This is an optimization exercise on Yosys and OpenROAD, whose aim is small area, not a production implementation. In this exercise RTL edits were held to simulation tests only and were not proved equivalent to the original. No driver is modelled on the clock port, so clock power and skew are understated where the tree is cut down; a real chip needs a root buffer or a tree. Power figures rest on the tool's default switching activity, not on a simulated workload.

==> flow/design.v (excerpt) <==
module hdmi_driver(
	input clk,
	input rst,
	input [23:0] time_count,
	output hs,
	output vs,
	output de,
	output[7:0] rgb_r,
	output[7:0] rgb_g,
	output[7:0] rgb_b
);
==> flow/config.mk <==
export PLATFORM = sky130hd
export DESIGN_NAME = hdmi_driver
export DESIGN_NICKNAME = hdmi_driver
export VERILOG_FILES = /design/flow/design.v
export SDC_FILE = /design/flow/constraint.sdc
export NUM_CORES = 4
export LEC_CHECK = 0
export ABC_AREA = 1
export CAP_MARGIN = 0
export CORE_MARGIN = 2
export CORE_UTILIZATION = 40
export SLEW_MARGIN = 0
==> flow/constraint.sdc <==
create_clock -name core_clock -period 6.7 [get_ports {clk}]
set_input_delay 1.3400 -clock core_clock [delete_from_list [all_inputs] [get_ports {clk}]]
set_output_delay 1.3400 -clock core_clock [all_outputs]
set_load 0.01 [all_outputs]
standard.sh (not shown) runs the stock make flow with config.mk's settings and CLKGATE_MAP_FILE= SYNTH_SCRIPT=/design/flow/synth_recipe.tcl, a recipe that flattens the netlist after the stock synthesis.
==> flow/flow/run.sh <==
#!/bin/bash
# Own layout flow: the standard ORFS flow (standard.sh) with three changes:
#  - synthesis maps with flow/abc.script (an area-oriented ABC script) instead
#    of ORFS's abc_area/abc_speed script, and leaves the adders to ABC
#    (ADDER_MAP_FILE empty: no half/full adder cells); everything else in
#    synth_recipe.tcl (synth -nofsm -noshare, flatten, renames) is unchanged;
#  - the port buffers are the smallest buffer, sky130_fd_sc_hd__buf_1;
#  - clock tree synthesis without dummy loads, using small clock buffers.
# Each tool's full output is in orfs/logs/ and flow.log in the work folder.
set -euo pipefail
W=$(pwd)
cat > "$W/own_synth.tcl" <<X
proc abc {args} {
  set i [lsearch -exact \$args -script]
  if {\$i >= 0} { lset args [expr {\$i + 1}] $W/flow/abc.script }
  yosys abc {*}\$args
}
source $W/synth_recipe.tcl
X
bash standard.sh SYNTH_SCRIPT="$W/own_synth.tcl" ADDER_MAP_FILE= \
  "BUFFER_PORTS_ARGS=-buffer_cell sky130_fd_sc_hd__buf_1" \
  "CTS_ARGS=-sink_clustering_enable -repair_clock_nets -dont_use_dummy_load -buf_list sky130_fd_sc_hd__clkbuf_4 -root_buf sky130_fd_sc_hd__clkbuf_4" \
  LEAF_SLEW_MAX=0.128 POST_CTS_TCL="$W/flow/cts_post.tcl" \
  finish > "$W/flow.log" 2>&1
==> flow/flow/abc.script <==
strash
&get -n
&st
&dch -f
&nf -R 1000 -p -a
&put
topo
==> flow/flow/cts_post.tcl <==
set block [ord::get_db_block]
set clk_net [[$block findBTerm clk] getNet]
# the flip-flop clock pins, wherever CTS connected them
set sinks {}
foreach inst [$block getInsts] {
  set it [$inst findITerm CLK]
  if {$it ne "NULL" && [[$inst getMaster] isSequential]} {
    set bb [$inst getBBox]
    lappend sinks [list $it [expr {([$bb xMin] + [$bb xMax]) / 2}] [expr {([$bb yMin] + [$bb yMax]) / 2}]]
  }
}
# remove CTS's buffers and nets
set old_nets {}
foreach inst [$block getInsts] {
  if {[string match "clkbuf_*_clk" [$inst getName]]} {
    set n [[$inst findITerm X] getNet]
    if {$n ne "NULL"} { lappend old_nets $n }
    odb::dbInst_destroy $inst
  }
}
foreach s $sinks { [lindex $s 0] disconnect }
foreach n $old_nets { odb::dbNet_destroy $n }
# four groups
set byx [lsort -integer -index 1 $sinks]
set h [expr {[llength $byx] / 2}]
set groups {}
foreach half [list [lrange $byx 0 [expr {$h - 1}]] [lrange $byx $h end]] {
  set byy [lsort -integer -index 2 $half]
  set q [expr {[llength $byy] / 2}]
  lappend groups [lrange $byy 0 [expr {$q - 1}]] [lrange $byy $q end]
}
set master4 [[ord::get_db] findMaster sky130_fd_sc_hd__clkbuf_4]
set leaves {}
set k 0
foreach g $groups {
  set sx 0; set sy 0
  foreach s $g { incr sx [lindex $s 1]; incr sy [lindex $s 2] }
  set cx [expr {$sx / [llength $g]}]
  set cy [expr {$sy / [llength $g]}]
  set buf [odb::dbInst_create $block $master4 clkbuf_leaf_${k}_clk]
  set net [odb::dbNet_create $block clknet_leaf_${k}_clk]
  $net setSigType CLOCK
  [$buf findITerm A] connect $clk_net
  [$buf findITerm X] connect $net
  foreach s $g { [lindex $s 0] connect $net }
  $buf setLocation $cx $cy
  $buf setPlacementStatus PLACED
  lappend leaves [list $buf $g]
  incr k
}
detailed_placement
estimate_parasitics -placement
foreach l $leaves {
  set worst 0
  foreach s [lindex $l 1] {
    set it [lindex $s 0]
    set sl [get_property [get_pins [[$it getInst] getName]/CLK] slew_max]
    if {$sl > $worst} { set worst $sl }
  }
  puts "LEAFSLEW [[lindex $l 0] getName] [llength [lindex $l 1]] $worst"
  if {$worst > $::env(LEAF_SLEW_MAX)} {
    replace_cell [[lindex $l 0] getName] sky130_fd_sc_hd__clkbuf_8
  }
}
detailed_placement
estimate_parasitics -placement
Next try:
--- a/flow/flow/run.sh
+++ b/flow/flow/run.sh
@@ -23 +23 @@
-  LEAF_SLEW_MAX=0.128 POST_CTS_TCL="$W/flow/cts_post.tcl" \
+  LEAF_SLEW_MAX=0.120 POST_CTS_TCL="$W/flow/cts_post.tcl" \
==> flow/flow/abc.script (replaced) <==
strash
&get -n
&deepsyn -T 60
&dch -f
&nf -R 1000 -p -a -F 10 -A 10
&put
topo
=> Cell area went down slightly; clock power came out higher by roughly a tenth; sequential power barely changes; wire length increases slightly; worst setup slack improves by 0.40 ns; clock skew increases by 0.0073 ns; register-to-register slack gets worse by 0.30 ns.
In every run of this note, the design's own scripts or RTL, not TritonCTS, make the clock network.

[port drivers added, routing unchanged]
No port has a modelled driver above. Below, the same layouts with a new extraction and two added sets of constraints. Step 1 sets driving cells, clkbuf_16 on the clock port and buf_2 on the other inputs (assumed; they add their load-dependent delay and slew). Step 2 also shifts input and output timing later by t, the mid clock arrival at the registers, as if the neighbouring blocks saw the same clock. a / b / c = ideal ports / drivers / drivers and shift; a / b = the first two.
| run | shift t [ns] | setup slack, ns | worst setup path after step 2 |
|---|---|---|---|
| the first run | 0.211 | 1.715 / 1.662 / 1.873 | register to output |
| the second run | 0.211 | 2.114 / 2.056 / 2.267 | register to output |
After both steps setup and hold are still met in every run listed.
